This design comes from an exercise in tuning for small area, a short achievable clock period and few clock cycles on the open sky130 flow, not from production work. RTL that was checked went through simulation tests only; none was proved equivalent to the original. No functional check of the RTL was part of runs 2 and 3.

## flow/design.v (module list and top-level ports; edited modules follow where they fit)
// module mul: 3000 lines
module mul (
    input wire clk,
    input wire rst_n,
    input wire [32-1:0] multiplicand_i,
    input wire [32-1:0] multiplier_i,
    input wire                       valid_in,
    input wire                       ctrl_ready_i,
    input wire [                3:0] op_i,
    input wire [ 5-1:0] reg_waddr_i,
    input wire [3-1:0] commit_id_i,
    output reg [32-1:0] result_o,
    output reg                       valid_o,
    output reg [ 5-1:0] reg_waddr_o,
    output reg [3-1:0] commit_id_o
);
  // ...
==> flow/run.sh <==
#!/bin/bash
# synth_recipe.tcl (not shown) runs the flow's synth.tcl, then flattens the netlist and writes it again
# the make line also repeats each setting of config.mk as NAME=value (left out here)
make -C /OpenROAD-flow-scripts/flow DESIGN_CONFIG=/design/flow/config.mk WORK_HOME=/design/flow/orfs CLKGATE_MAP_FILE= SYNTH_SCRIPT=/design/flow/synth_recipe.tcl finish
==> flow/config.mk <==
export PLATFORM = sky130hd
export DESIGN_NAME = mul
export DESIGN_NICKNAME = mul
export VERILOG_FILES = /design/flow/design.v
export SDC_FILE = /design/flow/constraint.sdc
export NUM_CORES = 4
export LEC_CHECK = 0
export ABC_CLOCK_PERIOD_IN_PS = 2800
export CAP_MARGIN = 20
export CORE_MARGIN = 2
export CORE_UTILIZATION = 40
export PLACE_DENSITY = 0.65
export SETUP_SLACK_MARGIN = 5
export SLEW_MARGIN = 20
export TNS_END_PERCENT = 100
==> flow/constraint.sdc <==
create_clock -name core_clock -period 10.0 [get_ports {clk}]
set_input_delay 2.0000 -clock core_clock [delete_from_list [all_inputs] [get_ports {clk}]]
set_output_delay 2.0000 -clock core_clock [all_outputs]
set_load 0.01 [all_outputs]
==> summary.txt, run 1 <==
- The flow ran to the end and the layout has no timing, DRC or antenna violations.
- In this run, CTS created clock tree buffers numbering 43.
- For this floorplan the total number of well-tap instances is 1176.
- The largest fanout of any net on the critical path is 22.
- Measured against the total synthesized area, the mux share comes to 0.004321.
- The final sequential cell count is 332.
- Ranked by total area, the top cell class in this layout is multi-input combinational cells.
- The core region is 0.09015 mm2.
- In this run, distinct cell masters in the synthesized netlist total 71.
- Post-CTS repair changed the size of 0 cells.
- The insertion delay to the later sink of the worst-skew pair is 0.61 ns.
- The detailed router used layers up to and including met5.
- Counting flops per register, the top entry is a.
- Of the total standard cell area in the layout, the sequential portion is 0.2498.
- The arrival time reported for the critical path endpoint is 4.92 ns.
- In this run, synthesis inferred 329 flip-flops with an integrated enable.
- The endpoint type of the worst setup path is a flip-flop.
- Averaged over all synthesized cells, the footprint is 10.78 um2.
- The largest net degree at the start of global routing is 75.
- The count of final max-slew check failures was 0.
- The post-synthesis cell count is 3386.
- The worst hold path was traced through 0 stages.
- The share of the Yosys chip area taken by registers is 0.2724.
Testbench counts, summed over its fixed seeds: cycles 8,824.
==> run 2, diff against run 1 <==
--- a/flow/design.v
+++ b/flow/design.v
@@ -1676,17 +1676,17 @@
     wire s1047;
     wire c1048;
     wire s1049;
     wire c1050;
     wire s1051;
     wire c1052;
     wire s1053;
     wire c1054;
-    reg r2_0_0, r2_0_1, r2_1_0, r2_2_0, r2_2_1, r2_2_2, r2_3_0, r2_3_1, r2_4_0, r2_4_1, r2_4_2, r2_5_0, r2_5_1, r2_5_2, r2_6_0, r2_6_1, r2_6_2, r2_7_0, r2_7_1, r2_7_2, r2_8_0, r2_8_1, r2_8_2, r2_9_0, r2_9_1, r2_9_2, r2_10_0, r2_10_1, r2_10_2, r2_11_0, r2_11_1, r2_11_2, r2_12_0, r2_12_1, r2_12_2, r2_13_0, r2_13_1, r2_13_2, r2_14_0, r2_14_1, r2_14_2, r2_15_0, r2_15_1, r2_15_2, r2_16_0, r2_16_1, r2_16_2, r2_17_0, r2_17_1, r2_17_2, r2_18_0, r2_18_1, r2_18_2, r2_19_0, r2_19_1, r2_19_2, r2_20_0, r2_20_1, r2_20_2, r2_21_0, r2_21_1, r2_21_2, r2_22_0, r2_22_1, r2_22_2, r2_23_0, r2_23_1, r2_23_2, r2_24_0, r2_24_1, r2_24_2, r2_25_0, r2_25_1, r2_25_2, r2_26_0, r2_26_1, r2_26_2, r2_27_0, r2_27_1, r2_27_2, r2_28_0, r2_28_1, r2_28_2, r2_29_0, r2_29_1, r2_29_2, r2_30_0, r2_30_1, r2_30_2, r2_31_0, r2_31_1, r2_31_2, r2_32_0, r2_32_1, r2_32_2, r2_33_0, r2_33_1, r2_33_2, r2_34_0, r2_34_1, r2_34_2, r2_35_0, r2_35_1, r2_35_2, r2_36_0, r2_36_1, r2_36_2, r2_37_0, r2_37_1, r2_37_2, r2_38_0, r2_38_1, r2_38_2, r2_39_0, r2_39_1, r2_39_2, r2_40_0, r2_40_1, r2_40_2, r2_41_0, r2_41_1, r2_41_2, r2_42_0, r2_42_1, r2_42_2, r2_43_0, r2_43_1, r2_43_2, r2_44_0, r2_44_1, r2_44_2, r2_45_0, r2_45_1, r2_45_2, r2_46_0, r2_46_1, r2_46_2, r2_47_0, r2_47_1, r2_47_2, r2_48_0, r2_48_1, r2_48_2, r2_49_0, r2_49_1, r2_49_2, r2_50_0, r2_50_1, r2_50_2, r2_51_0, r2_51_1, r2_51_2, r2_52_0, r2_52_1, r2_52_2, r2_53_0, r2_53_1, r2_53_2, r2_54_0, r2_54_1, r2_54_2, r2_55_0, r2_55_1, r2_55_2, r2_56_0, r2_56_1, r2_56_2, r2_57_0, r2_57_1, r2_57_2, r2_58_0, r2_58_1, r2_58_2, r2_59_0, r2_59_1, r2_59_2, r2_60_0, r2_60_1, r2_60_2, r2_61_0, r2_61_1, r2_61_2, r2_62_0, r2_62_1, r2_62_2, r2_63_0, r2_63_1, r2_63_2;
+    reg r2_0_0, r2_0_1, r2_1_0, r2_2_0, r2_2_1, r2_2_2, r2_3_0, r2_3_1, r2_4_0, r2_4_1, r2_4_2, r2_4_3, r2_5_0, r2_5_1, r2_5_2, r2_6_0, r2_6_1, r2_6_2, r2_6_3, r2_7_0, r2_7_1, r2_7_2, r2_7_3, r2_8_0, r2_8_1, r2_8_2, r2_8_3, r2_9_0, r2_9_1, r2_9_2, r2_9_3, r2_10_0, r2_10_1, r2_10_2, r2_10_3, r2_11_0, r2_11_1, r2_11_2, r2_11_3, r2_12_0, r2_12_1, r2_12_2, r2_12_3, r2_13_0, r2_13_1, r2_13_2, r2_13_3, r2_14_0, r2_14_1, r2_14_2, r2_14_3, r2_15_0, r2_15_1, r2_15_2, r2_15_3, r2_16_0, r2_16_1, r2_16_2, r2_16_3, r2_17_0, r2_17_1, r2_17_2, r2_17_3, r2_18_0, r2_18_1, r2_18_2, r2_18_3, r2_19_0, r2_19_1, r2_19_2, r2_19_3, r2_20_0, r2_20_1, r2_20_2, r2_20_3, r2_21_0, r2_21_1, r2_21_2, r2_21_3, r2_22_0, r2_22_1, r2_22_2, r2_22_3, r2_23_0, r2_23_1, r2_23_2, r2_23_3, r2_24_0, r2_24_1, r2_24_2, r2_24_3, r2_25_0, r2_25_1, r2_25_2, r2_25_3, r2_26_0, r2_26_1, r2_26_2, r2_26_3, r2_27_0, r2_27_1, r2_27_2, r2_27_3, r2_28_0, r2_28_1, r2_28_2, r2_28_3, r2_29_0, r2_29_1, r2_29_2, r2_29_3, r2_30_0, r2_30_1, r2_30_2, r2_30_3, r2_31_0, r2_31_1, r2_31_2, r2_31_3, r2_32_0, r2_32_1, r2_32_2, r2_32_3, r2_33_0, r2_33_1, r2_33_2, r2_33_3, r2_34_0, r2_34_1, r2_34_2, r2_34_3, r2_35_0, r2_35_1, r2_35_2, r2_35_3, r2_36_0, r2_36_1, r2_36_2, r2_36_3, r2_37_0, r2_37_1, r2_37_2, r2_37_3, r2_38_0, r2_38_1, r2_38_2, r2_38_3, r2_39_0, r2_39_1, r2_39_2, r2_39_3, r2_40_0, r2_40_1, r2_40_2, r2_40_3, r2_41_0, r2_41_1, r2_41_2, r2_41_3, r2_42_0, r2_42_1, r2_42_2, r2_42_3, r2_43_0, r2_43_1, r2_43_2, r2_43_3, r2_44_0, r2_44_1, r2_44_2, r2_44_3, r2_45_0, r2_45_1, r2_45_2, r2_45_3, r2_46_0, r2_46_1, r2_46_2, r2_46_3, r2_47_0, r2_47_1, r2_47_2, r2_47_3, r2_48_0, r2_48_1, r2_48_2, r2_48_3, r2_49_0, r2_49_1, r2_49_2, r2_49_3, r2_50_0, r2_50_1, r2_50_2, r2_50_3, r2_51_0, r2_51_1, r2_51_2, r2_51_3, r2_52_0, r2_52_1, r2_52_2, r2_52_3, r2_53_0, r2_53_1, r2_53_2, r2_53_3, r2_54_0, r2_54_1, r2_54_2, r2_54_3, r2_55_0, r2_55_1, r2_55_2, r2_55_3, r2_56_0, r2_56_1, r2_56_2, r2_56_3, r2_57_0, r2_57_1, r2_57_2, r2_57_3, r2_58_0, r2_58_1, r2_58_2, r2_58_3, r2_59_0, r2_59_1, r2_59_2, r2_59_3, r2_60_0, r2_60_1, r2_60_2, r2_60_3, r2_61_0, r2_61_1, r2_61_2, r2_61_3, r2_62_1, r2_62_2, r2_63_0, r2_63_1;
     reg        hi_s2, valid_s2;
     reg [5-1:0]  reg_waddr_s2;
     reg [3-1:0] commit_id_s2;
     assign pp0_0 = ((one[0] & a[0]) | (two[0] & 1'b0)) ^ neg[0];
     assign pp0_1 = ((one[0] & a[1]) | (two[0] & a[0])) ^ neg[0];
     assign pp0_2 = ((one[0] & a[2]) | (two[0] & a[1])) ^ neg[0];
     assign pp0_3 = ((one[0] & a[3]) | (two[0] & a[2])) ^ neg[0];
     assign pp0_4 = ((one[0] & a[4]) | (two[0] & a[3])) ^ neg[0];
@@ -2662,329 +2662,384 @@
     assign {c798, s797} = pp13_30 + pp14_28 + pp15_26;
     assign {c800, s799} = pp16_24 + s599 + c598;
     assign {c802, s801} = pps12 + pp13_31 + pp14_29;
     assign {c804, s803} = pp15_27 + pp16_25 + c600;
     assign {c806, s805} = 1'b1 + pp13_32 + pp14_30;
     assign {c808, s807} = pp15_28 + pp16_26;
     assign {c810, s809} = pps13 + pp14_31 + pp15_29;
     assign {c812, s811} = 1'b1 + pp14_32;
-    assign {c814, s813} = neg[2] + pp0_4;
-    assign {c816, s815} = pp0_5 + pp1_3;
-    assign {c818, s817} = pp1_4 + pp2_2 + pp3_0;
-    assign {c820, s819} = pp2_3 + pp3_1 + c602;
-    assign {c822, s821} = pp4_0 + c604 + s607;
-    assign {c824, s823} = c608 + s611 + c606;
-    assign {c826, s825} = c612 + c610 + s613;
-    assign {c828, s827} = c614 + s617 + c616;
-    assign {c830, s829} = c618 + s621 + c620;
-    assign {c832, s831} = c622 + s625 + c624;
-    assign {c834, s833} = c626 + s629 + c628;
-    assign {c836, s835} = c630 + s633 + c632;
-    assign {c838, s837} = c634 + s637 + c636;
-    assign {c840, s839} = c638 + s641 + c640;
-    assign {c842, s841} = c642 + s645 + c644;
-    assign {c844, s843} = c646 + s649 + c648;
-    assign {c846, s845} = c650 + s653 + c652;
-    assign {c848, s847} = c654 + s657 + c656;
-    assign {c850, s849} = c658 + s661 + c660;
-    assign {c852, s851} = c662 + s665 + c664;
-    assign {c854, s853} = c666 + s669 + c668;
-    assign {c856, s855} = c670 + s673 + c672;
-    assign {c858, s857} = c674 + s677 + c676;
-    assign {c860, s859} = c678 + s681 + c680;
-    assign {c862, s861} = c682 + s685 + c684;
-    assign {c864, s863} = c686 + s689 + c688;
-    assign {c866, s865} = c690 + s693 + c692;
-    assign {c868, s867} = c694 + s697 + c696;
-    assign {c870, s869} = c698 + s701 + c700;
-    assign {c872, s871} = c702 + s705 + c704;
-    assign {c874, s873} = c706 + s709 + c708;
-    assign {c876, s875} = c710 + s713 + c712;
-    assign {c878, s877} = s717 + c714 + c716;
-    assign {c880, s879} = s721 + c718 + c720;
-    assign {c882, s881} = c722 + s725 + c724;
-    assign {c884, s883} = s729 + c726 + c728;
-    assign {c886, s885} = c730 + s733 + c732;
-    assign {c888, s887} = c734 + s737 + c736;
-    assign {c890, s889} = c738 + s741 + s743;
-    assign {c892, s891} = c742 + s745 + s747;
-    assign {c894, s893} = s749 + c746 + s751;
-    assign {c896, s895} = s753 + c750 + c752;
-    assign {c898, s897} = c754 + s757 + c756;
-    assign {c900, s899} = s761 + c758 + c760;
-    assign {c902, s901} = s765 + c762 + c764;
-    assign {c904, s903} = c766 + s769 + s771;
-    assign {c906, s905} = s773 + c770 + s775;
-    assign {c908, s907} = c774 + s777 + s779;
-    assign {c910, s909} = c778 + s781 + s783;
-    assign {c912, s911} = s785 + c782 + c784;
-    assign {c914, s913} = s789 + c786 + s791;
-    assign {c916, s915} = s793 + c790 + c792;
-    assign {c918, s917} = c794 + s797 + s799;
-    assign {c920, s919} = c798 + s801 + s803;
-    assign {c922, s921} = s807 + c802 + s805;
-    assign {c924, s923} = pp16_27 + c808 + c806;
-    assign {c926, s925} = pp15_30 + pp16_28 + s811;
-    assign {c928, s927} = pps14 + pp15_31 + pp16_29;
-    assign {c930, s929} = 1'b1 + pp15_32;
+    assign {c814, s813} = r2_4_0 + r2_4_1;
+    assign {c816, s815} = r2_5_0 + r2_5_1;
+    assign {c818, s817} = r2_6_0 + r2_6_1 + r2_6_2;
+    assign {c820, s819} = r2_7_0 + r2_7_1 + r2_7_2;
+    assign {c822, s821} = r2_8_0 + r2_8_1 + r2_8_2;
+    assign {c824, s823} = r2_9_0 + r2_9_1 + r2_9_2;
+    assign {c826, s825} = r2_10_0 + r2_10_1 + r2_10_2;
+    assign {c828, s827} = r2_11_0 + r2_11_1 + r2_11_2;
+    assign {c830, s829} = r2_12_0 + r2_12_1 + r2_12_2;
+    assign {c832, s831} = r2_13_0 + r2_13_1 + r2_13_2;
+    assign {c834, s833} = r2_14_0 + r2_14_1 + r2_14_2;
+    assign {c836, s835} = r2_15_0 + r2_15_1 + r2_15_2;
+    assign {c838, s837} = r2_16_0 + r2_16_1 + r2_16_2;
+    assign {c840, s839} = r2_17_0 + r2_17_1 + r2_17_2;
+    assign {c842, s841} = r2_18_0 + r2_18_1 + r2_18_2;
+    assign {c844, s843} = r2_19_0 + r2_19_1 + r2_19_2;
+    assign {c846, s845} = r2_20_0 + r2_20_1 + r2_20_2;
+    assign {c848, s847} = r2_21_0 + r2_21_1 + r2_21_2;
+    assign {c850, s849} = r2_22_0 + r2_22_1 + r2_22_2;
+    assign {c852, s851} = r2_23_0 + r2_23_1 + r2_23_2;
+    assign {c854, s853} = r2_24_0 + r2_24_1 + r2_24_2;
+    assign {c856, s855} = r2_25_0 + r2_25_1 + r2_25_2;
+    assign {c858, s857} = r2_26_0 + r2_26_1 + r2_26_2;
+    assign {c860, s859} = r2_27_0 + r2_27_1 + r2_27_2;
+    assign {c862, s861} = r2_28_0 + r2_28_1 + r2_28_2;
+    assign {c864, s863} = r2_29_0 + r2_29_1 + r2_29_2;
+    assign {c866, s865} = r2_30_0 + r2_30_1 + r2_30_2;
+    assign {c868, s867} = r2_31_0 + r2_31_1 + r2_31_2;
+    assign {c870, s869} = r2_32_0 + r2_32_1 + r2_32_2;
+    assign {c872, s871} = r2_33_0 + r2_33_1 + r2_33_2;
+    assign {c874, s873} = r2_34_0 + r2_34_1 + r2_34_2;
+    assign {c876, s875} = r2_35_0 + r2_35_1 + r2_35_2;
+    assign {c878, s877} = r2_36_0 + r2_36_1 + r2_36_2;
+    assign {c880, s879} = r2_37_0 + r2_37_1 + r2_37_2;
+    assign {c882, s881} = r2_38_0 + r2_38_1 + r2_38_2;
+    assign {c884, s883} = r2_39_0 + r2_39_1 + r2_39_2;
+    assign {c886, s885} = r2_40_0 + r2_40_1 + r2_40_2;
+    assign {c888, s887} = r2_41_0 + r2_41_1 + r2_41_2;
+    assign {c890, s889} = r2_42_0 + r2_42_1 + r2_42_2;
+    assign {c892, s891} = r2_43_0 + r2_43_1 + r2_43_2;
+    assign {c894, s893} = r2_44_0 + r2_44_1 + r2_44_2;
+    assign {c896, s895} = r2_45_0 + r2_45_1 + r2_45_2;
+    assign {c898, s897} = r2_46_0 + r2_46_1 + r2_46_2;
+    assign {c900, s899} = r2_47_0 + r2_47_1 + r2_47_2;
+    assign {c902, s901} = r2_48_0 + r2_48_1 + r2_48_2;
+    assign {c904, s903} = r2_49_0 + r2_49_1 + r2_49_2;
+    assign {c906, s905} = r2_50_0 + r2_50_1 + r2_50_2;
+    assign {c908, s907} = r2_51_0 + r2_51_1 + r2_51_2;
+    assign {c910, s909} = r2_52_0 + r2_52_1 + r2_52_2;
+    assign {c912, s911} = r2_53_0 + r2_53_1 + r2_53_2;
+    assign {c914, s913} = r2_54_0 + r2_54_1 + r2_54_2;
+    assign {c916, s915} = r2_55_0 + r2_55_1 + r2_55_2;
+    assign {c918, s917} = r2_56_0 + r2_56_1 + r2_56_2;
+    assign {c920, s919} = r2_57_0 + r2_57_1 + r2_57_2;
+    assign {c922, s921} = r2_58_0 + r2_58_1 + r2_58_2;
+    assign {c924, s923} = r2_59_0 + r2_59_1 + r2_59_2;
+    assign {c926, s925} = r2_60_0 + r2_60_1 + r2_60_2;
+    assign {c928, s927} = r2_61_0 + r2_61_1 + r2_61_2;
+    assign {c930, s929} = 1'b1 + r2_62_1;
     assign {c932, s931} = r2_2_0 + r2_2_1;
     assign {c934, s933} = r2_3_0 + r2_3_1;
-    assign {c936, s935} = r2_4_0 + r2_4_1 + r2_4_2;
-    assign {c938, s937} = r2_5_0 + r2_5_1 + r2_5_2;
-    assign {c940, s939} = r2_6_0 + r2_6_1 + r2_6_2;
-    assign {c942, s941} = r2_7_0 + r2_7_1 + r2_7_2;
-    assign {c944, s943} = r2_8_0 + r2_8_1 + r2_8_2;
-    assign {c946, s945} = r2_9_0 + r2_9_1 + r2_9_2;
-    assign {c948, s947} = r2_10_0 + r2_10_1 + r2_10_2;
-    assign {c950, s949} = r2_11_0 + r2_11_1 + r2_11_2;
-    assign {c952, s951} = r2_12_0 + r2_12_1 + r2_12_2;
-    assign {c954, s953} = r2_13_0 + r2_13_1 + r2_13_2;
-    assign {c956, s955} = r2_14_0 + r2_14_1 + r2_14_2;
-    assign {c958, s957} = r2_15_0 + r2_15_1 + r2_15_2;
-    assign {c960, s959} = r2_16_0 + r2_16_1 + r2_16_2;
-    assign {c962, s961} = r2_17_0 + r2_17_1 + r2_17_2;
-    assign {c964, s963} = r2_18_0 + r2_18_1 + r2_18_2;
-    assign {c966, s965} = r2_19_0 + r2_19_1 + r2_19_2;
-    assign {c968, s967} = r2_20_0 + r2_20_1 + r2_20_2;
-    assign {c970, s969} = r2_21_0 + r2_21_1 + r2_21_2;
-    assign {c972, s971} = r2_22_0 + r2_22_1 + r2_22_2;
-    assign {c974, s973} = r2_23_0 + r2_23_1 + r2_23_2;
-    assign {c976, s975} = r2_24_0 + r2_24_1 + r2_24_2;
-    assign {c978, s977} = r2_25_0 + r2_25_1 + r2_25_2;
-    assign {c980, s979} = r2_26_0 + r2_26_1 + r2_26_2;
-    assign {c982, s981} = r2_27_0 + r2_27_1 + r2_27_2;
-    assign {c984, s983} = r2_28_0 + r2_28_1 + r2_28_2;
-    assign {c986, s985} = r2_29_0 + r2_29_1 + r2_29_2;
-    assign {c988, s987} = r2_30_0 + r2_30_1 + r2_30_2;
-    assign {c990, s989} = r2_31_0 + r2_31_1 + r2_31_2;
-    assign {c992, s991} = r2_32_0 + r2_32_1 + r2_32_2;
-    assign {c994, s993} = r2_33_0 + r2_33_1 + r2_33_2;
-    assign {c996, s995} = r2_34_0 + r2_34_1 + r2_34_2;
-    assign {c998, s997} = r2_35_0 + r2_35_1 + r2_35_2;
-    assign {c1000, s999} = r2_36_0 + r2_36_1 + r2_36_2;
-    assign {c1002, s1001} = r2_37_0 + r2_37_1 + r2_37_2;
-    assign {c1004, s1003} = r2_38_0 + r2_38_1 + r2_38_2;
-    assign {c1006, s1005} = r2_39_0 + r2_39_1 + r2_39_2;
-    assign {c1008, s1007} = r2_40_0 + r2_40_1 + r2_40_2;
-    assign {c1010, s1009} = r2_41_0 + r2_41_1 + r2_41_2;
-    assign {c1012, s1011} = r2_42_0 + r2_42_1 + r2_42_2;
-    assign {c1014, s1013} = r2_43_0 + r2_43_1 + r2_43_2;
-    assign {c1016, s1015} = r2_44_0 + r2_44_1 + r2_44_2;
-    assign {c1018, s1017} = r2_45_0 + r2_45_1 + r2_45_2;
-    assign {c1020, s1019} = r2_46_0 + r2_46_1 + r2_46_2;
-    assign {c1022, s1021} = r2_47_0 + r2_47_1 + r2_47_2;
-    assign {c1024, s1023} = r2_48_0 + r2_48_1 + r2_48_2;
-    assign {c1026, s1025} = r2_49_0 + r2_49_1 + r2_49_2;
-    assign {c1028, s1027} = r2_50_0 + r2_50_1 + r2_50_2;
-    assign {c1030, s1029} = r2_51_0 + r2_51_1 + r2_51_2;
-    assign {c1032, s1031} = r2_52_0 + r2_52_1 + r2_52_2;
-    assign {c1034, s1033} = r2_53_0 + r2_53_1 + r2_53_2;
-    assign {c1036, s1035} = r2_54_0 + r2_54_1 + r2_54_2;
-    assign {c1038, s1037} = r2_55_0 + r2_55_1 + r2_55_2;
-    assign {c1040, s1039} = r2_56_0 + r2_56_1 + r2_56_2;
-    assign {c1042, s1041} = r2_57_0 + r2_57_1 + r2_57_2;
-    assign {c1044, s1043} = r2_58_0 + r2_58_1 + r2_58_2;
-    assign {c1046, s1045} = r2_59_0 + r2_59_1 + r2_59_2;
-    assign {c1048, s1047} = r2_60_0 + r2_60_1 + r2_60_2;
-    assign {c1050, s1049} = r2_61_0 + r2_61_1 + r2_61_2;
-    assign {c1052, s1051} = r2_62_0 + r2_62_1 + r2_62_2;
-    assign {c1054, s1053} = r2_63_0 + r2_63_1 + r2_63_2;
+    assign {c936, s935} = r2_4_2 + r2_4_3 + s813;
+    assign {c938, s937} = r2_5_2 + c814 + s815;
+    assign {c940, s939} = r2_6_3 + c816 + s817;
+    assign {c942, s941} = r2_7_3 + c818 + s819;
+    assign {c944, s943} = r2_8_3 + c820 + s821;
+    assign {c946, s945} = r2_9_3 + c822 + s823;
+    assign {c948, s947} = r2_10_3 + c824 + s825;
+    assign {c950, s949} = r2_11_3 + c826 + s827;
+    assign {c952, s951} = r2_12_3 + c828 + s829;
+    assign {c954, s953} = r2_13_3 + c830 + s831;
+    assign {c956, s955} = r2_14_3 + c832 + s833;
+    assign {c958, s957} = r2_15_3 + c834 + s835;
+    assign {c960, s959} = r2_16_3 + c836 + s837;
+    assign {c962, s961} = r2_17_3 + c838 + s839;
+    assign {c964, s963} = r2_18_3 + c840 + s841;
+    assign {c966, s965} = r2_19_3 + c842 + s843;
+    assign {c968, s967} = r2_20_3 + c844 + s845;
+    assign {c970, s969} = r2_21_3 + c846 + s847;
+    assign {c972, s971} = r2_22_3 + c848 + s849;
+    assign {c974, s973} = r2_23_3 + c850 + s851;
+    assign {c976, s975} = r2_24_3 + c852 + s853;
+    assign {c978, s977} = r2_25_3 + c854 + s855;
+    assign {c980, s979} = r2_26_3 + c856 + s857;
+    assign {c982, s981} = r2_27_3 + c858 + s859;
+    assign {c984, s983} = r2_28_3 + c860 + s861;
+    assign {c986, s985} = r2_29_3 + c862 + s863;
+    assign {c988, s987} = r2_30_3 + c864 + s865;
+    assign {c990, s989} = r2_31_3 + c866 + s867;
+    assign {c992, s991} = r2_32_3 + c868 + s869;
+    assign {c994, s993} = r2_33_3 + c870 + s871;
+    assign {c996, s995} = r2_34_3 + c872 + s873;
+    assign {c998, s997} = r2_35_3 + c874 + s875;
+    assign {c1000, s999} = r2_36_3 + c876 + s877;
+    assign {c1002, s1001} = r2_37_3 + c878 + s879;
+    assign {c1004, s1003} = r2_38_3 + c880 + s881;
+    assign {c1006, s1005} = r2_39_3 + c882 + s883;
+    assign {c1008, s1007} = r2_40_3 + c884 + s885;
+    assign {c1010, s1009} = r2_41_3 + c886 + s887;
+    assign {c1012, s1011} = r2_42_3 + c888 + s889;
+    assign {c1014, s1013} = r2_43_3 + c890 + s891;
+    assign {c1016, s1015} = r2_44_3 + c892 + s893;
+    assign {c1018, s1017} = r2_45_3 + c894 + s895;
+    assign {c1020, s1019} = r2_46_3 + c896 + s897;
+    assign {c1022, s1021} = r2_47_3 + c898 + s899;
+    assign {c1024, s1023} = r2_48_3 + c900 + s901;
+    assign {c1026, s1025} = r2_49_3 + c902 + s903;
+    assign {c1028, s1027} = r2_50_3 + c904 + s905;
+    assign {c1030, s1029} = r2_51_3 + c906 + s907;
+    assign {c1032, s1031} = r2_52_3 + c908 + s909;
+    assign {c1034, s1033} = r2_53_3 + c910 + s911;
+    assign {c1036, s1035} = r2_54_3 + c912 + s913;
+    assign {c1038, s1037} = r2_55_3 + c914 + s915;
+    assign {c1040, s1039} = r2_56_3 + c916 + s917;
+    assign {c1042, s1041} = r2_57_3 + c918 + s919;
+    assign {c1044, s1043} = r2_58_3 + c920 + s921;
+    assign {c1046, s1045} = r2_59_3 + c922 + s923;
+    assign {c1048, s1047} = r2_60_3 + c924 + s925;
+    assign {c1050, s1049} = r2_61_3 + c926 + s927;
+    assign {c1052, s1051} = r2_62_2 + s929 + c928;
+    assign {c1054, s1053} = r2_63_0 + r2_63_1 + c930;
     always @(posedge clk) begin
         if (!rst_n) valid_s2 <= 1'b0;
         else if (en) valid_s2 <= valid_s1;
         if (en) begin
             r2_0_0 <= neg[0];
             r2_0_1 <= pp0_0;
             r2_1_0 <= pp0_1;
             r2_2_0 <= neg[1];
             r2_2_1 <= pp0_2;
             r2_2_2 <= pp1_0;
             r2_3_0 <= pp0_3;
             r2_3_1 <= pp1_1;
-            r2_4_0 <= s813;
-            r2_4_1 <= pp1_2;
-            r2_4_2 <= pp2_0;
-            r2_5_0 <= s815;
-            r2_5_1 <= pp2_1;
-            r2_5_2 <= c814;
-            r2_6_0 <= s817;
-            r2_6_1 <= s601;
-            r2_6_2 <= c816;
-            r2_7_0 <= s819;
-            r2_7_1 <= s603;
-            r2_7_2 <= c818;
-            r2_8_0 <= s821;
-            r2_8_1 <= s605;
-            r2_8_2 <= c820;
-            r2_9_0 <= s823;
-            r2_9_1 <= s609;
-            r2_9_2 <= c822;
-            r2_10_0 <= s825;
+            r2_4_0 <= neg[2];
+            r2_4_1 <= pp0_4;
+            r2_4_2 <= pp1_2;
+            r2_4_3 <= pp2_0;
+            r2_5_0 <= pp0_5;
+            r2_5_1 <= pp1_3;
+            r2_5_2 <= pp2_1;
+            r2_6_0 <= s601;
+            r2_6_1 <= pp1_4;
+            r2_6_2 <= pp2_2;
+            r2_6_3 <= pp3_0;
+            r2_7_0 <= s603;
+            r2_7_1 <= pp2_3;
+            r2_7_2 <= pp3_1;
+            r2_7_3 <= c602;
+            r2_8_0 <= s605;
+            r2_8_1 <= s607;
+            r2_8_2 <= pp4_0;
+            r2_8_3 <= c604;
+            r2_9_0 <= s609;
+            r2_9_1 <= s611;
+            r2_9_2 <= c606;
+            r2_9_3 <= c608;
+            r2_10_0 <= s613;
             r2_10_1 <= s615;
-            r2_10_2 <= c824;
-            r2_11_0 <= s827;
+            r2_10_2 <= c610;
+            r2_10_3 <= c612;
+            r2_11_0 <= s617;
             r2_11_1 <= s619;
-            r2_11_2 <= c826;
-            r2_12_0 <= s829;
+            r2_11_2 <= c614;
+            r2_11_3 <= c616;
+            r2_12_0 <= s621;
             r2_12_1 <= s623;
-            r2_12_2 <= c828;
-            r2_13_0 <= s831;
+            r2_12_2 <= c618;
+            r2_12_3 <= c620;
+            r2_13_0 <= s625;
             r2_13_1 <= s627;
-            r2_13_2 <= c830;
-            r2_14_0 <= s833;
+            r2_13_2 <= c622;
+            r2_13_3 <= c624;
+            r2_14_0 <= s629;
             r2_14_1 <= s631;
-            r2_14_2 <= c832;
-            r2_15_0 <= s835;
+            r2_14_2 <= c626;
+            r2_14_3 <= c628;
+            r2_15_0 <= s633;
             r2_15_1 <= s635;
-            r2_15_2 <= c834;
-            r2_16_0 <= s837;
+            r2_15_2 <= c630;
+            r2_15_3 <= c632;
+            r2_16_0 <= s637;
             r2_16_1 <= s639;
-            r2_16_2 <= c836;
-            r2_17_0 <= s839;
+            r2_16_2 <= c634;
+            r2_16_3 <= c636;
+            r2_17_0 <= s641;
             r2_17_1 <= s643;
-            r2_17_2 <= c838;
-            r2_18_0 <= s841;
+            r2_17_2 <= c638;
+            r2_17_3 <= c640;
+            r2_18_0 <= s645;
             r2_18_1 <= s647;
-            r2_18_2 <= c840;
-            r2_19_0 <= s843;
+            r2_18_2 <= c642;
+            r2_18_3 <= c644;
+            r2_19_0 <= s649;
             r2_19_1 <= s651;
-            r2_19_2 <= c842;
-            r2_20_0 <= s845;
+            r2_19_2 <= c646;
+            r2_19_3 <= c648;
+            r2_20_0 <= s653;
             r2_20_1 <= s655;
-            r2_20_2 <= c844;
-            r2_21_0 <= s847;
+            r2_20_2 <= c650;
+            r2_20_3 <= c652;
+            r2_21_0 <= s657;
             r2_21_1 <= s659;
-            r2_21_2 <= c846;
-            r2_22_0 <= s849;
+            r2_21_2 <= c654;
+            r2_21_3 <= c656;
+            r2_22_0 <= s661;
             r2_22_1 <= s663;
-            r2_22_2 <= c848;
-            r2_23_0 <= s851;
+            r2_22_2 <= c658;
+            r2_22_3 <= c660;
+            r2_23_0 <= s665;
             r2_23_1 <= s667;
-            r2_23_2 <= c850;
-            r2_24_0 <= s853;
+            r2_23_2 <= c662;
+            r2_23_3 <= c664;
+            r2_24_0 <= s669;
             r2_24_1 <= s671;
-            r2_24_2 <= c852;
-            r2_25_0 <= s855;
+            r2_24_2 <= c666;
+            r2_24_3 <= c668;
+            r2_25_0 <= s673;
             r2_25_1 <= s675;
-            r2_25_2 <= c854;
-            r2_26_0 <= s857;
+            r2_25_2 <= c670;
+            r2_25_3 <= c672;
+            r2_26_0 <= s677;
             r2_26_1 <= s679;
-            r2_26_2 <= c856;
-            r2_27_0 <= s859;
+            r2_26_2 <= c674;
+            r2_26_3 <= c676;
+            r2_27_0 <= s681;
             r2_27_1 <= s683;
-            r2_27_2 <= c858;
-            r2_28_0 <= s861;
+            r2_27_2 <= c678;
+            r2_27_3 <= c680;
+            r2_28_0 <= s685;
             r2_28_1 <= s687;
-            r2_28_2 <= c860;
-            r2_29_0 <= s863;
+            r2_28_2 <= c682;
+            r2_28_3 <= c684;
+            r2_29_0 <= s689;
             r2_29_1 <= s691;
-            r2_29_2 <= c862;
-            r2_30_0 <= s865;
+            r2_29_2 <= c686;
+            r2_29_3 <= c688;
+            r2_30_0 <= s693;
             r2_30_1 <= s695;
-            r2_30_2 <= c864;
-            r2_31_0 <= s867;
+            r2_30_2 <= c690;
+            r2_30_3 <= c692;
+            r2_31_0 <= s697;
             r2_31_1 <= s699;
-            r2_31_2 <= c866;
-            r2_32_0 <= s869;
+            r2_31_2 <= c694;
+            r2_31_3 <= c696;
+            r2_32_0 <= s701;
             r2_32_1 <= s703;
-            r2_32_2 <= c868;
-            r2_33_0 <= s871;
+            r2_32_2 <= c698;
+            r2_32_3 <= c700;
+            r2_33_0 <= s705;
             r2_33_1 <= s707;
-            r2_33_2 <= c870;
-            r2_34_0 <= s873;
+            r2_33_2 <= c702;
+            r2_33_3 <= c704;
+            r2_34_0 <= s709;
             r2_34_1 <= s711;
-            r2_34_2 <= c872;
-            r2_35_0 <= s875;
+            r2_34_2 <= c706;
+            r2_34_3 <= c708;
+            r2_35_0 <= s713;
             r2_35_1 <= s715;
-            r2_35_2 <= c874;
-            r2_36_0 <= s877;
+            r2_35_2 <= c710;
+            r2_35_3 <= c712;
+            r2_36_0 <= s717;
             r2_36_1 <= s719;
-            r2_36_2 <= c876;
-            r2_37_0 <= s879;
+            r2_36_2 <= c714;
+            r2_36_3 <= c716;
+            r2_37_0 <= s721;
             r2_37_1 <= s723;
-            r2_37_2 <= c878;
-            r2_38_0 <= s881;
+            r2_37_2 <= c718;
+            r2_37_3 <= c720;
+            r2_38_0 <= s725;
             r2_38_1 <= s727;
-            r2_38_2 <= c880;
-            r2_39_0 <= s883;
+            r2_38_2 <= c722;
+            r2_38_3 <= c724;
+            r2_39_0 <= s729;
             r2_39_1 <= s731;
-            r2_39_2 <= c882;
-            r2_40_0 <= s885;
+            r2_39_2 <= c726;
+            r2_39_3 <= c728;
+            r2_40_0 <= s733;
             r2_40_1 <= s735;
-            r2_40_2 <= c884;
-            r2_41_0 <= s887;
+            r2_40_2 <= c730;
+            r2_40_3 <= c732;
+            r2_41_0 <= s737;
             r2_41_1 <= s739;
-            r2_41_2 <= c886;
-            r2_42_0 <= s889;
-            r2_42_1 <= c740;
-            r2_42_2 <= c888;
-            r2_43_0 <= s891;
-            r2_43_1 <= c744;
-            r2_43_2 <= c890;
-            r2_44_0 <= s893;
-            r2_44_1 <= c748;
-            r2_44_2 <= c892;
-            r2_45_0 <= s895;
+            r2_41_2 <= c734;
+            r2_41_3 <= c736;
+            r2_42_0 <= s741;
+            r2_42_1 <= s743;
+            r2_42_2 <= c738;
+            r2_42_3 <= c740;
+            r2_43_0 <= s745;
+            r2_43_1 <= s747;
+            r2_43_2 <= c742;
+            r2_43_3 <= c744;
+            r2_44_0 <= s749;
+            r2_44_1 <= s751;
+            r2_44_2 <= c746;
+            r2_44_3 <= c748;
+            r2_45_0 <= s753;
             r2_45_1 <= s755;
-            r2_45_2 <= c894;
-            r2_46_0 <= s897;
+            r2_45_2 <= c750;
+            r2_45_3 <= c752;
+            r2_46_0 <= s757;
             r2_46_1 <= s759;
-            r2_46_2 <= c896;
-            r2_47_0 <= s899;
+            r2_46_2 <= c754;
+            r2_46_3 <= c756;
+            r2_47_0 <= s761;
             r2_47_1 <= s763;
-            r2_47_2 <= c898;
-            r2_48_0 <= s901;
+            r2_47_2 <= c758;
+            r2_47_3 <= c760;
+            r2_48_0 <= s765;
             r2_48_1 <= s767;
-            r2_48_2 <= c900;
-            r2_49_0 <= s903;
-            r2_49_1 <= c768;
-            r2_49_2 <= c902;
-            r2_50_0 <= s905;
-            r2_50_1 <= c772;
-            r2_50_2 <= c904;
-            r2_51_0 <= s907;
-            r2_51_1 <= c776;
-            r2_51_2 <= c906;
-            r2_52_0 <= s909;
-            r2_52_1 <= c780;
-            r2_52_2 <= c908;
-            r2_53_0 <= s911;
+            r2_48_2 <= c762;
+            r2_48_3 <= c764;
+            r2_49_0 <= s769;
+            r2_49_1 <= s771;
+            r2_49_2 <= c766;
+            r2_49_3 <= c768;
+            r2_50_0 <= s773;
+            r2_50_1 <= s775;
+            r2_50_2 <= c770;
+            r2_50_3 <= c772;
+            r2_51_0 <= s777;
+            r2_51_1 <= s779;
+            r2_51_2 <= c774;
+            r2_51_3 <= c776;
+            r2_52_0 <= s781;
+            r2_52_1 <= s783;
+            r2_52_2 <= c778;
+            r2_52_3 <= c780;
+            r2_53_0 <= s785;
             r2_53_1 <= s787;
-            r2_53_2 <= c910;
-            r2_54_0 <= s913;
-            r2_54_1 <= c788;
-            r2_54_2 <= c912;
-            r2_55_0 <= s915;
+            r2_53_2 <= c782;
+            r2_53_3 <= c784;
+            r2_54_0 <= s789;
+            r2_54_1 <= s791;
+            r2_54_2 <= c786;
+            r2_54_3 <= c788;
+            r2_55_0 <= s793;
             r2_55_1 <= s795;
-            r2_55_2 <= c914;
-            r2_56_0 <= s917;
-            r2_56_1 <= c796;
-            r2_56_2 <= c916;
-            r2_57_0 <= s919;
-            r2_57_1 <= c800;
-            r2_57_2 <= c918;
-            r2_58_0 <= s921;
-            r2_58_1 <= c804;
-            r2_58_2 <= c920;
-            r2_59_0 <= s923;
-            r2_59_1 <= s809;
-            r2_59_2 <= c922;
-            r2_60_0 <= s925;
-            r2_60_1 <= c810;
-            r2_60_2 <= c924;
-            r2_61_0 <= s927;
-            r2_61_1 <= c812;
-            r2_61_2 <= c926;
-            r2_62_0 <= s929;
-            r2_62_1 <= pp16_30;
-            r2_62_2 <= c928;
+            r2_55_2 <= c790;
+            r2_55_3 <= c792;
+            r2_56_0 <= s797;
+            r2_56_1 <= s799;
+            r2_56_2 <= c794;
+            r2_56_3 <= c796;
+            r2_57_0 <= s801;
+            r2_57_1 <= s803;
+            r2_57_2 <= c798;
+            r2_57_3 <= c800;
+            r2_58_0 <= s805;
+            r2_58_1 <= s807;
+            r2_58_2 <= c802;
+            r2_58_3 <= c804;
+            r2_59_0 <= s809;
+            r2_59_1 <= pp16_27;
+            r2_59_2 <= c806;
+            r2_59_3 <= c808;
+            r2_60_0 <= s811;
+            r2_60_1 <= pp15_30;
+            r2_60_2 <= pp16_28;
+            r2_60_3 <= c810;
+            r2_61_0 <= pps14;
+            r2_61_1 <= pp15_31;
+            r2_61_2 <= pp16_29;
+            r2_61_3 <= c812;
+            r2_62_1 <= pp15_32;
+            r2_62_2 <= pp16_30;
             r2_63_0 <= pps15;
             r2_63_1 <= pp16_31;
-            r2_63_2 <= c930;
             hi_s2        <= hi_s1;
             reg_waddr_s2 <= reg_waddr_s1;
             commit_id_s2 <= commit_id_s1;
         end
     end
     wire [63:0] row0 = {s1053, s1051, s1049, s1047, s1045, s1043, s1041, s1039, s1037, s1035, s1033, s1031, s1029, s1027, s1025, s1023, s1021, s1019, s1017, s1015, s1013, s1011, s1009, s1007, s1005, s1003, s1001, s999, s997, s995, s993, s991, s989, s987, s985, s983, s981, s979, s977, s975, s973, s971, s969, s967, s965, s963, s961, s959, s957, s955, s953, s951, s949, s947, s945, s943, s941, s939, s937, s935, s933, s931, r2_1_0, r2_0_0};
     wire [63:0] row1 = {c1052, c1050, c1048, c1046, c1044, c1042, c1040, c1038, c1036, c1034, c1032, c1030, c1028, c1026, c1024, c1022, c1020, c1018, c1016, c1014, c1012, c1010, c1008, c1006, c1004, c1002, c1000, c998, c996, c994, c992, c990, c988, c986, c984, c982, c980, c978, c976, c974, c972, c970, c968, c966, c964, c962, c960, c958, c956, c954, c952, c950, c948, c946, c944, c942, c940, c938, c936, c934, c932, r2_2_2, 1'b0, r2_0_1};
     wire [63:0] prod = row0 + row1;
==> summary.txt, run 2 <==
- The critical path launch point type was a flip-flop (unchanged).
- The simple-gate share of the synthesized area is 0.03598 (was 0.04194).
- The die height is 312.2 um (was 306.0 um).
- The insertion delay to the later sink of the worst-skew pair was 0.63 ns (was 0.61 ns).
- The maximum level of the CTS H-tree is 2 (unchanged).
- The die outline width is 312.2 um (was 306.0 um).
- The class of the tightest hold or removal check is flip-flop to flip-flop (unchanged).
- The count of final max-slew check failures came to 0 (unchanged).
- The register bank with the most flops is a (unchanged).
- The final critical-path required period is 4.603 ns (was 4.562 ns).
- The filler cell count is 8818 (was 8324).
- The worst path setup slack after routing is 5.397 ns (was 5.438 ns).
- The layout-stage area growth over the synthesis result is 9.843% (was 9.066%).
- The post-detailed-route wirelength per cell came to 27.06 um (was 27.18 um).
- The post-synthesis cell type count is 74 (was 71).
- The mean post-synth cell area was 11.14 um2 (was 10.78 um2).
- The number of nets with antenna violations after routing was 0 (unchanged).
- Top post-synthesis cells by count: sky130_fd_sc_hd__a22oi_1 (514), sky130_fd_sc_hd__fa_1 (469), sky130_fd_sc_hd__edfxtp_1 (384), sky130_fd_sc_hd__xor2_1 (383), sky130_fd_sc_hd__inv_1 (334) (was sky130_fd_sc_hd__a22oi_1 (512), sky130_fd_sc_hd__fa_1 (469), sky130_fd_sc_hd__inv_1 (342), sky130_fd_sc_hd__edfxtp_1 (329), sky130_fd_sc_hd__xnor2_1 (326)).
- The maximum frequency from static timing analysis came to 0.2173 GHz (was 0.2192 GHz).
- Dominant cells by area after synthesis: sky130_fd_sc_hd__edfxtp_1 (30%), sky130_fd_sc_hd__fa_1 (25%), sky130_fd_sc_hd__a22oi_1 (10%) (was sky130_fd_sc_hd__edfxtp_1 (27%), sky130_fd_sc_hd__fa_1 (26%), sky130_fd_sc_hd__a22oi_1 (11%)).
- The top cell type's share of synthesized area came to 0.3034 (was 0.2708).
- The pre-CTS setup slack came to 5.468 ns (was 5.495 ns).
- The area taken by flip-flops and latches is 0.01159 mm2 (was 0.009940 mm2).
- The via density per instance was 5.999 (was 5.998).
- The clock slew at the register clock pins of the worst setup and hold paths was 0.06 ns (about the same).
- The placeable core area was 0.09459 mm2 (was 0.09015 mm2).
- The endpoint type of the worst setup path is a flip-flop (unchanged).
- The worst setup path endpoint is result_o[4]$_DFFE_PP_ (was r2_38_0$_DFFE_PP_).
- The reg-to-reg critical path startpoint was r2_7_0$_DFFE_PP_ (was neg_s1[7]$_DFFE_PP_).
- The sequential cell area fraction in the yosys report is 0.3050 (was 0.2724).
- The largest fanout of any net on the critical path is 5 (was 22).
- The cell class contributing the biggest share of worst-path delay is compound AO/OA/AOI/OAI gates (was adder cells).
- The cell with the largest stage delay on the worst path is sky130_fd_sc_hd__a31oi_1 (was sky130_fd_sc_hd__edfxtp_1).
- The net count of the mapped netlist is 4090 (was 4065).
- The number of endpoints failing setup at the final stage is 0 (unchanged).
- The count of endpoints failing hold in the final timing report is 0 (unchanged).
- The total grt overflow is 0 (unchanged).
- The first-pass GRT wire length is 187900 um (was 183700 um).
- The share of flip-flops with an asynchronous set or reset is 0 (unchanged).
- Outcome: timing/DRC/antenna clean (unchanged).
- The total of flip-flops plus latches after synthesis is 387 (was 332).
- The total area of multi-input combinational cells was 0.02376 mm2 (was 0.02388 mm2).
- The HPWL after detailed placement was 76780 um (was 78800 um).
- The remaining routing DRC violations is 0 (unchanged).
- The adder-cell share of the synthesized area is 0.2898 (was 0.3019).
- The CTS tree is done (unchanged).
- The fraction of the mapped netlist area in compound gates was 0.1493 (was 0.1535).
- The cell with the most instances after synthesis was sky130_fd_sc_hd__a22oi_1 (unchanged).
- The number of buffers inserted for hold repair after clock tree synthesis is 0 (unchanged).
- The root buffer cell is sky130_fd_sc_hd__clkbuf_16 (unchanged).
- The multiplexer share of the synthesized area is 0.002765 (was 0.004321).
- The initial DRC count is 3609 (was 3415).
- Commonest cells after routing, fill and taps aside: sky130_fd_sc_hd__a22oi_1 (514), sky130_fd_sc_hd__fa_1 (469), sky130_fd_sc_hd__edfxtp_1 (384), sky130_fd_sc_hd__xor2_1 (383), sky130_fd_sc_hd__inv_1 (334) (was sky130_fd_sc_hd__a22oi_1 (512), sky130_fd_sc_hd__fa_1 (469), sky130_fd_sc_hd__inv_1 (342), sky130_fd_sc_hd__edfxtp_1 (329), sky130_fd_sc_hd__xnor2_1 (326)).
- The aggregate global-route resource usage is 0.2561 (was 0.2604).
- The post-synthesis cell count is 3411 (was 3386).
- Series of cell instances along the critical path: fa_1 > fa_1 > ha_1 > a21oi_1 > o21ai_1 > a2111oi_0 > a211oi_1 > a31oi_1 > o31ai_2 > a32o_1 > a21oi_1 > xor2_1 > mux2i_1 (was clkinv_1 > buf_4 > xnor2_1 > fa_1 > fa_1 > fa_1 > inv_1 > fa_1 > fa_1).
- The capturing point of the worst reg2reg path is result_o[4]$_DFFE_PP_ (was r2_38_0$_DFFE_PP_).
- The number of resized instances in the post-cts repair step was 0 (unchanged).
- The length in cells of the worst reg-to-reg path is 13 (was 9).
- The number of global-route vias before repair came to 29180 (was 28150).
- The first-pass iteration count of the detailed router is 6 (unchanged).
- The total stage count of the critical path is 13 (was 9).
- The number of I/O pins is 121 (unchanged).
- The net count of the finished layout is 3991 (was 3954).
- The worst clock skew on the final layout is 0.04057 ns (was 0.01514 ns).
- The setup slack of the most critical reg-to-reg path is 5.40 ns (was 5.44 ns).
- The buffers plus inverters on the worst setup path was 0 (was 3).
- The initial standard-cell utilization of the core came to 0.4018 (was 0.4048).
- The number of synthesized flops with an enable pin is 384 (was 329).
- The buffers inserted during post-CTS setup optimization is 0 (unchanged).
- The aggregate negative setup slack is 0 ns (unchanged).
- The count of warnings emitted by yosys is 1 (unchanged).
- The layout cell share with drive strength beyond 1 is 0.05668 (was 0.05381).
- The flip-flop count of the largest register, all copies and words added was 33 (unchanged).
- Registers with the highest flip-flop counts: a x33, result_o x32 (unchanged).
- The number of antenna violations at the first check in global routing is 1 (unchanged).
- The number of rows created at floorplan was 113 (was 110).
- The xor/xnor cell area share of the yosys netlist is 0.1473 (was 0.1527).
- The type of the setup path with the least slack is flip-flop to flip-flop (unchanged).
- The main flop type after synthesis is sky130_fd_sc_hd__edfxtp_1 (unchanged).
- The number of buffers created by CTS is 49 (was 43).
- The critical path data required time is 10.32 ns (was 10.36 ns).
- The main combinational cell family by area after synthesis was adder cells (unchanged).
- The most common library cell in the layout ignoring fill and taps is sky130_fd_sc_hd__a22oi_1 (unchanged).
- The total inserted antenna cells came to 0 (unchanged).
- The worst max-slew margin expressed relative to the limit is 0.2514 (was 0.3313).
- The origin of the worst setup path was r2_7_0$_DFFE_PP_ (was neg_s1[7]$_DFFE_PP_).
- The largest net degree at the start of global routing was 164 (was 75).
- The buffer depth of the longest clock path is 3 (unchanged).
- The summed instance area of the synthesized netlist is 0.03801 mm2 (was 0.03649 mm2).
- The number of clock sinks is 387 (was 332).
- The cell type with the largest total area after synthesis is sky130_fd_sc_hd__edfxtp_1 (unchanged).
- Unrepaired setup endpoints after global routing: no (unchanged).
- The maximum cell stage delay along the critical path is 0.62 ns (was 0.56 ns).
- The share of the clock period used by the worst path after layout is 0.4603 (was 0.4562).
- The number of buffers added on ports is 120 (unchanged).
- The global placement routability congestion came to 0.9275 (was 0.8964).
- The total via count after detailed routing is 27700 (was 26900).
- The arrival time reported for the critical path endpoint is 4.92 ns (about the same).
- The worst-margin pin slew came to 1.123 ns (was 1.002 ns).
- The post-detailed-routing wire length was 125000 um (was 121900 um).
- The reported max-cap violation count was 0 (unchanged).
- The area of the die came to 0.09750 mm2 (was 0.09365 mm2).
-- run 2: changes by cell type after synthesis, sizes merged, moves of 8 or more --
cell    change
edfxtp     +55
nand4       -8
buf        -11
xor2       +73
nor2       +11
xnor2      -70
inv        -10
-- run 2: metal layers --
metal | vias up | GRT usage | routed length (um)
li1 | 11440 | - | -
met1 | 13710 | 0.3426 | 48020
met2 | 2116 | 0.3853 | 54220
met3 | 439 | 0.07558 | 16530
met4 | 0 | 0.1141 | 6191
met5 | - | 0 | 0
-- run 2: stage by stage --
| step | hold slack (ns) | instance area, um2 | utilization | instances |
|---|---|---|---|---|
| after detailed placement | 0.4054 | 40070 | 0.4237 | 4526 |
| after floorplan | 0.4003 | 38010 | - | 3411 |
| after CTS | 0.4161 | 41750 | 0.4414 | 4617 |
| after global placement | 0.4008 | 40070 | 0.4237 | 4526 |
| final | 0.4184 | 41750 | 0.4414 | 4617 |
| after global routing | 0.4216 | 41750 | 0.4414 | 4617 |
-- run 2: kinds of logic after synthesis --
group,after synthesis
adder cells (fa/ha/maj),599
buffers and inverters,691
AND/OR/NAND/NOR,283
XOR/XNOR,639
other,1
AO/OA/AOI/OAI,801
multiplexers,10
flip-flops,387
-- run 2: area by class of cell --
type | count | share of cell area
multi-input combinational | 2333 | 0.5692
clock buffer | 58 | 0.03069
inverter | 334 | 0.03003
timing repair buffer | 207 | 0.04514
sequential | 387 | 0.2776
tap | 1265 | 0.03791
clock inverter | 33 | 0.009381
-- run 2: how the worst min path moves through the flow --
stage                         startpoint                       end  slack (ns)  cells past startpoint
3_5_place_dp   commit_id_s2[2]$_DFFE_PP_  commit_id_o[2]$_DFFE_PP_        0.41                      0
5_1_grt        commit_id_s2[2]$_DFFE_PP_  commit_id_o[2]$_DFFE_PP_        0.42                      0
6_report       commit_id_s2[0]$_DFFE_PP_  commit_id_o[0]$_DFFE_PP_        0.42                      0
2_1_floorplan  commit_id_s2[0]$_DFFE_PP_  commit_id_o[0]$_DFFE_PP_        0.40                      0
4_1_cts        commit_id_s2[0]$_DFFE_PP_  commit_id_o[0]$_DFFE_PP_        0.42                      0
3_3_place_gp   commit_id_s2[2]$_DFFE_PP_  commit_id_o[2]$_DFFE_PP_        0.40                      0
-- run 2: worst register-to-register path, delay by kind of cell (launching register included) --
kind | cells | cell delay [ns]
mux | 1 | 0.09
xor+xnor | 1 | 0.17
flops | 1 | 0.40
fa+ha+maj | 3 | 1.37
compound gates | 8 | 2.27
==> run 3, diff against run 2 <==
==> flow/flow/run.sh (new file) <==
#!/bin/bash
set -o pipefail
bash standard.sh SETUP_SLACK_MARGIN=6.6 finish > standard_flow.log 2>&1
==> flow/standard.sh (new file) <==
#!/bin/bash
# synth_recipe.tcl (not shown) runs the flow's synth.tcl, then flattens the netlist and writes it again
# the make line also repeats each setting of config.mk as NAME=value (left out here)
make -C /OpenROAD-flow-scripts/flow DESIGN_CONFIG=/design/flow/config.mk WORK_HOME=/design/flow/orfs CLKGATE_MAP_FILE= SYNTH_SCRIPT=/design/flow/synth_recipe.tcl "${@:-finish}"
--- a/flow/config.mk
+++ b/flow/config.mk
@@ -6,5 +6,5 @@
 export NUM_CORES = 4
 export LEC_CHECK = 0
-export ABC_CLOCK_PERIOD_IN_PS = 2800
+export ABC_CLOCK_PERIOD_IN_PS = 1500
 export CAP_MARGIN = 20
 export CORE_MARGIN = 2
removed: flow/run.sh
==> summary.txt, run 3 <==
- The number of clock sinks is 387 (unchanged).
- The worst slack on hold paths is 0.4165 ns (was 0.4184 ns).
- The number of buffers inserted for hold repair after clock tree synthesis is 0 (unchanged).
- The xor/xnor cell area share of the yosys netlist was 0.1473 (unchanged).
- The largest net degree at the start of global routing is 98 (was 164).
- The HPWL after detailed placement was 77830 um (was 76780 um).
- The root buffer cell is sky130_fd_sc_hd__clkbuf_16 (unchanged).
- The remaining routing DRC violations is 0 (unchanged).
- The die outline width is 312.2 um (unchanged).
- The count of warnings emitted by yosys is 1 (unchanged).
- The CTS tree is done (unchanged).
- The number of rows created at floorplan is 113 (unchanged).
- The worst max-slew margin expressed relative to the limit came to 0.4383 (was 0.2514).
- Unrepaired setup endpoints after global routing: yes (was no).
- The maximum frequency from static timing analysis is 0.2418 GHz (was 0.2173 GHz).
- The worst clock skew on the final layout is 0.04094 ns (was 0.04057 ns).
- The placeable core area is 0.09459 mm2 (unchanged).
- The main combinational cell family by area after synthesis is adder cells (unchanged).
- The total grt overflow is 0 (unchanged).
- Commonest cells after routing, fill and taps aside: sky130_fd_sc_hd__a22oi_1 (463), sky130_fd_sc_hd__fa_1 (442), sky130_fd_sc_hd__edfxtp_1 (384), sky130_fd_sc_hd__xor2_1 (370), sky130_fd_sc_hd__inv_1 (327) (was sky130_fd_sc_hd__a22oi_1 (514), sky130_fd_sc_hd__fa_1 (469), sky130_fd_sc_hd__edfxtp_1 (384), sky130_fd_sc_hd__xor2_1 (383), sky130_fd_sc_hd__inv_1 (334)).
- The aggregate global-route resource usage was 0.2772 (was 0.2561).
- The fraction of the mapped netlist area in compound gates came to 0.1493 (unchanged).
- The mean post-synth cell area is 11.14 um2 (unchanged).
- The number of synthesized flops with an enable pin is 384 (unchanged).
- The layout cell share with drive strength beyond 1 is 0.1743 (was 0.05668).
- The simple-gate share of the synthesized area is 0.03598 (unchanged).
- The buffer depth of the longest clock path came to 3 (unchanged).
- The largest fanout of any net on the critical path is 7 (was 5).
- The post-detailed-routing wire length is 139500 um (was 125000 um).
- The final standard cell count with taps included and fillers excluded came to 4800 (was 4617).
- The number of global-route vias before repair is 30200 (was 29180).
- The cell with the most instances after synthesis is sky130_fd_sc_hd__a22oi_1 (unchanged).
- The summed instance area of the synthesized netlist was 0.03801 mm2 (unchanged).
- The number of buffers created by CTS is 49 (unchanged).
- The adder-cell share of the synthesized area is 0.2898 (unchanged).
- The number of stages on the worst hold path is 0 (unchanged).
- The number of nets with antenna violations after routing is 0 (unchanged).
- The area of the die is 0.09750 mm2 (unchanged).
- The net count of the finished layout is 4175 (was 3991).
- The placement-stage cell area is 0.04048 mm2 (was 0.04007 mm2).
- The multiplexer share of the synthesized area is 0.002765 (unchanged).
- The number of antenna violations at the first check in global routing is 2 (was 1).
- The count of endpoints failing hold in the final timing report is 0 (unchanged).
- The clock slew at the register clock pins of the worst setup and hold paths is 0.07 ns (was 0.06 ns).
- The cell area after layout is 0.04613 mm2 (was 0.04175 mm2).
- The first-pass iteration count of the detailed router came to 8 (was 6).
- The most common library cell in the layout ignoring fill and taps is sky130_fd_sc_hd__a22oi_1 (unchanged).
- The critical path data required time is 10.35 ns (was 10.32 ns).
- The net count of the mapped netlist was 4090 (unchanged).
- The insertion delay to the later sink of the worst-skew pair is 0.66 ns (was 0.63 ns).
- The share of the clock period used by the worst path after layout is 0.4135 (was 0.4603).
- Dominant cells by area after synthesis: sky130_fd_sc_hd__edfxtp_1 (30%), sky130_fd_sc_hd__fa_1 (25%), sky130_fd_sc_hd__a22oi_1 (10%) (unchanged).
- Outcome: timing/DRC/antenna clean (unchanged).
- Top post-synthesis cells by count: sky130_fd_sc_hd__a22oi_1 (514), sky130_fd_sc_hd__fa_1 (469), sky130_fd_sc_hd__edfxtp_1 (384), sky130_fd_sc_hd__xor2_1 (383), sky130_fd_sc_hd__inv_1 (334) (unchanged).
- The post-synthesis cell type count came to 74 (unchanged).
- The number of I/O pins is 121 (unchanged).
- The worst-margin pin slew is 0.8425 ns (was 1.123 ns).
- Registers with the highest flip-flop counts: a x33, result_o x32 (unchanged).
- The final critical-path required period came to 4.135 ns (was 4.603 ns).
- The top cell type's share of synthesized area was 0.3034 (unchanged).
- The number of cells after detailed placement came to 4527 (was 4526).
- The aggregate negative setup slack is 0 ns (unchanged).
- The number of buffers added on ports is 120 (unchanged).
- The die height is 312.2 um (unchanged).
- The critical path launch point type is a flip-flop (unchanged).
- The total of flip-flops plus latches after synthesis was 387 (unchanged).
- The post-detailed-route wirelength per cell is 29.07 um (was 27.06 um).
- The arrival time reported for the critical path endpoint was 4.49 ns (was 4.92 ns).
- The endpoint type of the worst setup path was a flip-flop (unchanged).
- The via density per instance was 6.077 (was 5.999).
- The share of flip-flops with an asynchronous set or reset is 0 (unchanged).
- The count of final max-slew check failures is 0 (unchanged).
- The first-pass GRT wire length is 200200 um (was 187900 um).
- The total via count after detailed routing is 29170 (was 27700).
- The type of the setup path with the least slack is flip-flop to flip-flop (unchanged).
- The class of the tightest hold or removal check is flip-flop to flip-flop (unchanged).
- The layout-stage area growth over the synthesis result was 21.37% (was 9.843%).
- The global placement routability congestion was 0.9743 (was 0.9275).
- The sequential cell area fraction in the yosys report is 0.3050 (unchanged).
- The register bank with the most flops is a (unchanged).
- The length in cells of the worst reg-to-reg path is 11 (was 13).
- The flip-flop count of the largest register, all copies and words added came to 33 (unchanged).
- The number of endpoints failing setup at the final stage was 0 (unchanged).
- The total inserted antenna cells is 0 (unchanged).
- The filler cell count is 8364 (was 8818).
- The initial DRC count is 4177 (was 3609).
- The main flop type after synthesis is sky130_fd_sc_hd__edfxtp_1 (unchanged).
- The post-synthesis cell count is 3411 (unchanged).
- The initial standard-cell utilization of the core is 0.4018 (unchanged).
- The reported max-cap violation count was 0 (unchanged).
- The cell type with the largest total area after synthesis was sky130_fd_sc_hd__edfxtp_1 (unchanged).
- The maximum level of the CTS H-tree is 2 (unchanged).
## run 3: cell counts after synthesis
No cell type changed its count.
## run 3: critical path, cell delays in order (launching register included)
cell and delay [ns]:
sky130_fd_sc_hd__edfxtp_1 0.42, sky130_fd_sc_hd__fa_1 0.60, sky130_fd_sc_hd__fa_1 0.52, sky130_fd_sc_hd__ha_2 0.45, sky130_fd_sc_hd__and2_2 0.22, sky130_fd_sc_hd__nand3_1 0.11
sky130_fd_sc_hd__o41a_4 0.56, sky130_fd_sc_hd__o41ai_4 0.39, sky130_fd_sc_hd__a211oi_2 0.16, sky130_fd_sc_hd__a21oi_2 0.19, sky130_fd_sc_hd__xnor2_1 0.13, sky130_fd_sc_hd__a21oi_1 0.09
## run 3: worst paths after layout
check | startpoint | endpoint | slack (ns)
hold reg to reg | reg_waddr_s2[0]$_DFFE_PP_ | reg_waddr_o[0]$_DFFE_PP_ | 0.42
setup reg to reg | r2_26_0$_DFFE_PP_ | result_o[29]$_DFFE_PP_ | 5.86
hold / removal | reg_waddr_s2[0]$_DFFE_PP_ | reg_waddr_o[0]$_DFFE_PP_ | 0.42
setup / recovery | r2_26_0$_DFFE_PP_ | result_o[29]$_DFFE_PP_ | 5.86
## run 3: metal layers
metal  global-route usage  routed length [um]  up-vias
li1                     -                   -    11820
met1               0.3554               51090    14450
met2               0.3997               58570     2316
met3               0.1072               20510      584
met4               0.1579                9327        2
met5                    0                  14        -
## run 3: what timing repair did
item	in CTS	in global routing
endpoints found under the setup margin	113	138
endpoints found under the hold margin	0	0
gates resized for setup	358	135
pin swaps	78	100
gates cloned	25	11
buffers inserted	79	68
## run 3: layout make-up
class	instances	area (um2)	area share
timing repair buffer	391	4851	0.1052
sequential	387	11590	0.2513
inverter	334	1254	0.02718
tap	1265	1583	0.03431
clock buffer	54	1245	0.02699
multi-input combinational	2333	25220	0.5467
clock inverter	36	389.1	0.008436
## run 3: metrics by stage
stage | setup WS, ns | utilization
final | 5.865 | 0.4877
after CTS | 5.886 | 0.4731
after detailed placement | 5.696 | 0.4280
after floorplan | 6.236 | -
after global placement | 5.689 | 0.4280
after global routing | 5.757 | 0.4877
## run 3: logic make-up after synthesis
logic type | Yosys count
mux | 10
buf+inv | 691
flops | 387
other cells | 1
simple gates | 283
fa+ha+maj | 599
xor+xnor | 639
compound gates | 801

==> what the ideal ports hide <==
No port has a modelled driver above. Below, the same layouts with a new extraction and two added sets of constraints. Step 1 sets driving cells, clkbuf_16 on the clock port and buf_2 on the other inputs (assumed; they add their load-dependent delay and slew). Step 2 moves the port delays by t, midway between the first and last clock arrival at a register: inputs arrive t later, outputs are due t later. That takes back most of the time a late clock gives input paths. a / b / c = ideal ports / drivers / drivers and shift; a / b = the first two.
| run | t, ns | setup slack, ns | hold WS [ns] | worst setup path after step 2 | latest minus earliest clock arrival (ns) |
|---|---|---|---|---|---|
| run 1 | 0.669 | 5.438 / 5.438 / 5.438 | 0.417 / 0.417 / 0.417 | register to register | 0.015 / 0.015 |
| run 2 | 0.667 | 5.397 / 5.397 / 5.397 | 0.418 / 0.418 / 0.418 | register to register | 0.041 / 0.041 |
| run 3 | 0.705 | 5.865 / 5.865 / 5.865 | 0.416 / 0.416 / 0.416 | register to register | 0.042 / 0.042 |
After both steps setup and hold are still met in every run listed.
